Background: an optimization exercise with open tools, aiming at small area. Do not read the settings as production practice. In this exercise RTL edits were held to simulation tests only and were not proved equivalent to the original. The flow treats the clock pin as an ideal source, which a real chip does not have.

Setup of job 5215:
==> flow/design.v (excerpt) <==
module MPU_accel_controller(
    input clk,
    input reset,
    output reg [15:0] accel_x,
    output reg [15:0] accel_y,
    output reg [15:0] accel_z,
    output SPI_SS_a,
    output SPI_CK_a,
    output SPI_DO_a,
    input SPI_DI_a,
    output reg arm_read_enable_a
    );
==> flow/config.mk <==
export PLATFORM = sky130hd
export DESIGN_NAME = MPU_accel_controller
export DESIGN_NICKNAME = MPU_accel_controller
export VERILOG_FILES = /design/flow/design.v
export SDC_FILE = /design/flow/constraint.sdc
export NUM_CORES = 4
export LEC_CHECK = 0
export CAP_MARGIN = 20
export CORE_MARGIN = 2
export CORE_UTILIZATION = 80
export SLEW_MARGIN = 20
==> flow/constraint.sdc <==
create_clock -name core_clock -period 5.0 [get_ports {clk}]
set_input_delay 1.0000 -clock core_clock [delete_from_list [all_inputs] [get_ports {clk}]]
set_output_delay 1.0000 -clock core_clock [all_outputs]
set_load 0.01 [all_outputs]
standard.sh (not shown) runs the stock make flow with config.mk's settings and CLKGATE_MAP_FILE= SYNTH_SCRIPT=/design/flow/synth_recipe.tcl, a recipe that flattens the netlist after the stock synthesis.
==> flow/flow/run.sh <==
#!/bin/bash
# The standard layout (standard.sh) with three changes:
#  1. after the standard synthesis, the combinational logic between the registers is
#     re-mapped by ABC for area (registers, their names and cell types are untouched);
#  2. port buffers are made from the smallest buffer cell;
#  3. the clock tree is built by flow/cts_hook.tcl instead of TritonCTS.
set -euo pipefail
WORK=$(pwd)
LIB=$FLOW_HOME/platforms/$FLOW_PLATFORM/lib/sky130_fd_sc_hd__tt_025C_1v80.lib
YOSYS=$FLOW_HOME/../tools/install/yosys/bin/yosys
[[ -x $YOSYS ]] || YOSYS=yosys
R=$WORK/orfs/results/$FLOW_PLATFORM/MPU_accel_controller/base

export BUFFER_PORTS_ARGS="-buffer_cell sky130_fd_sc_hd__buf_1"
export PRE_CTS_TCL=$WORK/flow/cts_hook.tcl
export CTS_ARGS="-clk_nets clk -dont_use_dummy_load"

# 1. standard synthesis
bash standard.sh synth > synth_make.log 2>&1
cp $R/1_2_yosys.v $WORK/standard_synth.v

# 2. re-map the combinational logic
grep -o 'sky130_fd_sc_hd__[a-z0-9_]*' standard_synth.v | sort -u > used_cells.txt
python3 flow/mkmodels.py $LIB used_cells.txt > cell_models.v
cat > resynth.ys <<EOF
read_liberty -lib $LIB
read_verilog -overwrite cell_models.v
read_verilog standard_synth.v
hierarchy -top $FLOW_TOP
flatten
read_liberty -lib -overwrite $LIB
techmap
opt -purge
abc -script flow/abc_area.scr -liberty $LIB -dont_use *probe* -dont_use *lpflow* -dont_use *bleeder*
opt_clean -purge
hilomap -singleton -hicell sky130_fd_sc_hd__conb_1 HI -locell sky130_fd_sc_hd__conb_1 LO
insbuf -buf sky130_fd_sc_hd__buf_4 A X
check -assert -mapped
stat -liberty $LIB
write_verilog -nohex -nodec resynth.v
EOF
$YOSYS -l resynth.log -q resynth.ys > resynth_stdout.log 2>&1
cp resynth.v $R/1_2_yosys.v

# 3. the rest of the standard layout, from the re-mapped netlist
bash standard.sh > standard_flow.log 2>&1
==> flow/flow/cts_hook.tcl <==
# Runs before ORFS's CTS step (PRE_CTS_TCL): builds the clock tree by hand, a root
# inverter and one inverter per group of flip-flops, placed at the group's centre.
# ORFS's clock_tree_synthesis then gets -clk_nets clk, which now has one sink, so it
# adds nothing; repair_clock_inverters is made a no-op so it keeps this tree as it is.
source [file join [file dirname [info script]] my_cts.tcl]
my_cts 2 2 sky130_fd_sc_hd__inv_4 sky130_fd_sc_hd__inv_8
global_connect
proc repair_clock_inverters { args } { }
Other scripts of this flow, unchanged in this note and not shown: flow/flow/abc_area.scr, flow/flow/mkmodels.py, flow/flow/my_cts.tcl
Job 5215 did not finish; a tool error ended it in clock tree synthesis.
### job 5215 -> job 9627
Settings: a change of CORE_UTILIZATION from 80 to 40.
-- flow/flow/cts_hook.tcl --
<<< job 5215, line 5
source [file join [file dirname [info script]] my_cts.tcl]
my_cts 2 2 sky130_fd_sc_hd__inv_4 sky130_fd_sc_hd__inv_8
global_connect
>>> job 9627, line 5
source [file join [file dirname [info script]] my_cts.tcl]
my_cts 3 1 sky130_fd_sc_hd__inv_6 sky130_fd_sc_hd__inv_12
global_connect
- Job 9627 was carried through to the last stage, and its layout satisfied the timing, DRC and antenna checks.
- Sort job 5215 and job 9627 by number of cells after detailed placement, descending, and job 9627 comes first.
- Of job 5215 and job 9627, the run reporting the lower standard cell area after detailed placement was job 5215.
- Relative to job 5215, initial core utilization decreased by 41 points in job 9627.
- [job 9627] post-DP HPWL fell about 33% relative to job 5215
- Compare job 5215 and job 9627 | global placer's final weighted congestion higher: job 5215
- Setup slack at placement delta for job 9627 relative to job 5215: 0.59 ns higher
Setup changes, job 9627 to job 8760
Settings: changing CORE_UTILIZATION from 40 to 65.
-- flow/flow/cts_hook.tcl --
<<< job 9627, line 5
source [file join [file dirname [info script]] my_cts.tcl]
my_cts 3 1 sky130_fd_sc_hd__inv_6 sky130_fd_sc_hd__inv_12
global_connect
>>> job 8760, line 5
source [file join [file dirname [info script]] my_cts.tcl]
my_cts 2 2 sky130_fd_sc_hd__inv_4 sky130_fd_sc_hd__inv_8
global_connect
--- outcome ---
- Compared to job 9627, job 8760 has slew at the pin closest to its max-slew limit 0.017 ns higher.
- Higher average vias per placed instance goes to job 8760 over job 9627.
- The share of the cycle needed by the critical path after routing number comes out lower for job 8760 vs job 9627.
- Utilization after layout, job 8760 and job 9627: higher on job 8760
- The count of placed standard cells in the final layout, fillers left out in job 8760 sits 47 below the value recorded for job 9627.
- The run with more setup slack is job 8760; job 9627 has less.
The inputs of job 5469 differ from those of job 8760 as listed below.
Settings: CORE_UTILIZATION changed from 65 to 40.
[summary]
- Per the comparison of job 5469 with job 8760, number of cells in the finished layout apart from fillers went up by 48, design area saw an increase, via count flat.
- Multi-input combinational area share (job 5469 over job 8760): decrease, 0.53 points
- Delta (job 5469 minus job 8760): register-to-register slack has decreased, die area climbed 3100 um2.

## separate check: timing with driven ports
No port has a modelled driver above. Below, the same layouts with a new extraction and two added sets of constraints. Step 1: set_driving_cell puts a clkbuf_16 on clk and a buf_2 on each other input, an assumption about the parent block. Step 2, shift: input delay + t, output delay - t, t = (earliest + latest rising clock arrival at the registers) / 2. This alone moves slack from input paths to output paths. Slacks: no drivers / after step 1 / after step 2; pairs: no drivers / after step 1.
run	t (ns)	setup WS [ns]	latest minus earliest clock arrival (ns)	slew at the worst register clock pin (ns)	worst slew at a driven data input, ns
job 9627	0.219	1.762 / 1.718 / 1.937	0.018 / 0.018	0.11 / 0.11	0.03
job 8760	0.242	1.844 / 1.810 / 2.032	0.012 / 0.012	0.10 / 0.10	0.03
job 5469	0.248	1.723 / 1.687 / 1.935	0.015 / 0.016	0.11 / 0.11	0.03
After both steps setup and hold are still met in every run listed.
